What follows belongs to an exercise in optimizing a design on an open flow for a short achievable clock period and few clock cycles; a production flow would make more cautious choices. Function was checked by simulation only, so behaviour that the tests miss may differ from the original. Power figures rest on the tool's default switching activity, not on a simulated workload.

==> flow/design.v (excerpt) <==
module y86_seq(clk, rst, imem_addr, imem_data, dmem_addr, dmem_wdata, dmem_we, dmem_rdata, stat);
Size in the first run: ~13,000 cells after synthesis, ~1,400 flip-flops, about 110,000 sq um of cells after synthesis.
clock: 32.0 ns
lec_check: 0
cap_margin: 20
cell_pad_in_sites_detail_placement: 1
cell_pad_in_sites_global_placement: 1
core_margin: 2
core_utilization: 22
place_density: 0.4
slew_margin: 20
synth_hierarchical: 1
standard.sh (not shown) runs the stock make flow with config.mk's settings and CLKGATE_MAP_FILE= SYNTH_SCRIPT=/design/flow/synth_recipe.tcl, a recipe that flattens the netlist after the stock synthesis.
==> flow/flow/run.sh <==
#!/bin/bash
# The standard layout (standard synthesis, floorplan, placement, CTS, routing), with:
#  - the port buffers made of sky130_fd_sc_hd__buf_4 cells instead of the cell buffer_ports
#    picks on its own (every port still gets its buffer);
#  - timing repair asked to leave 19 ns of setup slack where it can (the clock, its period and
#    the constraints are the design's own), free to resize cells to other footprints, without
#    cloning gates.
# Everything ORFS prints goes to standard_flow.log; each step's own log stays under orfs/logs.
set -euo pipefail
bash standard.sh 'BUFFER_PORTS_ARGS=-buffer_cell sky130_fd_sc_hd__buf_4' SETUP_SLACK_MARGIN=19 \
  SKIP_GATE_CLONING=1 MATCH_CELL_FOOTPRINT=0 finish > standard_flow.log 2>&1
Testbench counts at the start, summed over its fixed seeds: cycles 20,231.
Rerun with:
--- a/flow/design.v
+++ b/flow/design.v
@@ -142,15 +142,15 @@
 wire [63:0] se [0:1];           
 wire [2:0] scc [0:1];           
 assign sa[0] = a0;
 assign sd[0] = dE0;
 assign se[0] = e0;
 assign scc[0] = {of0, sf0, zf0};
 genvar gk, gj;
-generate for (gk = 1; gk < 1; gk = gk + 1) begin : g_slot
+generate for (gk = 1; gk < 2; gk = gk + 1) begin : g_slot
 	reg [63:0] a, b;
 	integer j;
 	always @(*) begin
 		a = x_a[gk];
 		b = x_b[gk];
 		for (j = 0; j < gk; j = j + 1) begin
 			if (x_selA[gk][j]) a = sa[j];
@@ -161,27 +161,28 @@
 	wire c = cond(x_fn[gk], scc[gk-1][0], scc[gk-1][1], scc[gk-1][2]);
 	assign sa[gk] = a;
 	assign sd[gk] = (x_v[gk] && (x_op[gk] || (x_mv[gk] && c))) ? x_rB[gk] : RNONE;
 	assign se[gk] = x_op[gk] ? alu[63:0] : a;
 	assign scc[gk] = (x_v[gk] && x_op[gk]) ? alu[66:64] : scc[gk-1];
 end endgenerate
 wire xgo = xv && run;
-wire ccZ = xv ? scc[0][0] : ZF;
-wire ccS = xv ? scc[0][1] : SF;
-wire ccO = xv ? scc[0][2] : OF;
-wire btaken = cond(x_bfn, scc[0][0], scc[0][1], scc[0][2]);
+wire ccZ = xv ? scc[1][0] : ZF;
+wire ccS = xv ? scc[1][1] : SF;
+wire ccO = xv ? scc[1][2] : OF;
+wire btaken = cond(x_bfn, scc[1][0], scc[1][1], scc[1][2]);
 wire mispred = xv && x_bv && (btaken != x_bpred);
 wire ret_bad = xv && (x_ic0 == IRET) && x_rp && !((dmem_rdata[63:11] == 53'd0) && (dmem_rdata[10:0] == x_rtgt));
 genvar gi;
 generate for (gi = 0; gi < 15; gi = gi + 1) begin : g_rf
 	reg [63:0] r;
 	assign rf[gi] = r;
 	always @(posedge clk) begin
 		if (xgo) begin
-			if (dM0 == gi) r <= dmem_rdata;
+			if (sd[1] == gi) r <= se[1];
+			else if (dM0 == gi) r <= dmem_rdata;
 			else if (dE0 == gi) r <= e0;
 		end
 	end
 end endgenerate
 wire [7:0] ib [0:9];
 generate for (gi = 0; gi < 10; gi = gi + 1) begin : g_ib
 	assign ib[gi] = imem_data[8*gi+7:8*gi];
@@ -240,15 +241,15 @@
 	input [3:0] r, l0, l1, l2;
 	hit3 = (r != RNONE) && (r == l0 || r == l1 || r == l2);
 endfunction
 wire [1:1] p_fit;
 assign p_fit[1] = (p_op[1] && !hit3(p_rA[1], lt0, RNONE, RNONE) && !hit3(p_rB[1], lt0, RNONE, RNONE))
                || (p_mv[1] && !hit3(p_rA[1], lt0, RNONE, RNONE));
 wire [1:1] f_v;
-assign f_v[1] = 1'b0;
+assign f_v[1] = f_cont0 && p_fit[1];
 wire [1:1] f_op = p_op;
 wire [1:1] f_mv = p_mv;
 wire [1:1] f_mve = p_mv[1] && !cc0;
 wire [3:0] f_fn [1:1];
 wire [3:0] f_rA [1:1];
 wire [3:0] f_rB [1:1];
 generate for (gi = 1; gi < 2; gi = gi + 1) begin : g_fs
@@ -260,25 +261,28 @@
 always @(*) begin
 	if (f_ic0 == IIRMOV || f_ic0 == IRMMOV || f_ic0 == IMRMOV) f_len = 4'd10;
 	else if (f_ic0 == IJXX || f_ic0 == ICALL) f_len = 4'd9;
 	else if (!f_regs0) f_len = 4'd1;
 	else if (f_v[1]) f_len = 4'd4;
 	else f_len = 4'd2;
 end
-wire [3:0] rid [0:1];
+wire [3:0] rid [0:3];
 assign rid[0] = f_sA0;
 assign rid[1] = f_sB0;
-wire [63:0] rdv [0:1];
-generate for (gi = 0; gi < 2; gi = gi + 1) begin : g_rd
+assign rid[2] = f_rA[1];
+assign rid[3] = f_rB[1];
+wire [63:0] rdv [0:3];
+generate for (gi = 0; gi < 4; gi = gi + 1) begin : g_rd
 	reg [63:0] v;
 	always @(*) begin
 		v = rf[rid[gi]];
 		if (xgo && rid[gi] != RNONE) begin
 			if (dE0 == rid[gi]) v = e0;
 			if (dM0 == rid[gi]) v = dmem_rdata;
+			if (sd[1] == rid[gi]) v = se[1];
 		end
 	end
 	assign rdv[gi] = v;
 end endgenerate
 wire f_skip0 = skp && cond(skp_fn, ccZ, ccS, ccO);
 wire f_c0 = cond(f_fn0, ccZ, ccS, ccO);
 wire [3:0] f_rBs [0:1];
@@ -384,15 +388,15 @@
 		bt_ptr <= 2'd0;
 		rs_v <= 4'd0;
 		rs_sp <= 2'd0;
 	end
 	else if (run) begin
 		if (xfault) stat_reg <= 2'b10;
 		else if (f_real) stat_reg <= f_fault;
-		if (xgo) begin ZF <= scc[0][0]; SF <= scc[0][1]; OF <= scc[0][2]; end
+		if (xgo) begin ZF <= scc[1][0]; SF <= scc[1][1]; OF <= scc[1][2]; end
 		if (ret_bad || ret_pend) begin
 			pc <= dmem_rdata[9:0]; pc_adr <= (dmem_rdata[63:10] != 54'd0);
 		end
 		else if (mispred) begin
 			pc <= x_alt; pc_adr <= x_alt_adr;
 		end
 		else begin
@@ -437,14 +441,15 @@
 	x_valC <= f_valC;
 	x_valP <= {1'b0, pc} + 11'd9;
 	x_rp <= f_rp;
 	x_rtgt <= rs_top;
 	x_v <= f_v; x_op <= f_op; x_mv <= f_mv; x_mve <= f_mve;
 	for (m = 1; m < 2; m = m + 1) begin
 		x_fn[m] <= f_fn[m]; x_rA[m] <= f_rA[m]; x_rB[m] <= f_rB[m];
+		x_a[m] <= rdv[2*m]; x_b[m] <= rdv[2*m+1];
 		x_selA[m] <= f_selA[m]; x_selB[m] <= f_selB[m];
 	end
 	x_bv <= f_fold && !f_sk;
 	x_bi <= cbi[f_len];
 	x_c0 <= f_c0;
 	x_skip0 <= f_skip0;
 	skp_fn <= cf[f_len];
Effect: The changed run produced a layout that fails on antenna rules. Die area increases by 49%. Core utilization shrinks by 0.27 points. Design area rose by 48%. Synthesized cell count is higher by 60%. Clock power went up by 16%. Sequential cell count grows by 141. Critical path depth does not change.
Testbench counts after the change, summed over its fixed seeds: cycles 14,481.

[separate check: timing with driven ports]
No port has a modelled driver above. Below, the same layouts with a new extraction and two added sets of constraints.
Step 1 (the two cells are an assumption about what drives the block):
set clk [get_ports {clk}]
set_driving_cell -lib_cell sky130_fd_sc_hd__clkbuf_16 $clk
set_driving_cell -lib_cell sky130_fd_sc_hd__buf_2 [delete_from_list [all_inputs] $clk]
Step 2 adds t to the input delays and takes it off the output delays; t is the mean of the earliest and latest rising clock arrival at the registers after step 1. Input paths then give back, and output paths get back, about the clock's delay inside the block.
Three values: no drivers, after step 1, after step 2; two values: the first two.
run | t, ns | setup slack, ns | worst hold slack (ns) | worst setup path at the end
the first run | 1.044 | 18.896 / 18.834 / 18.800 | 0.468 / 0.468 / 0.468 | input to register
the second run | 1.164 | 18.848 / 18.787 / 18.086 | 0.476 / 0.476 / 0.476 | input to register
For the second run, which loses most, drivers alone change the setup slack by -0.061 ns; drivers and shift together by -0.762 ns.
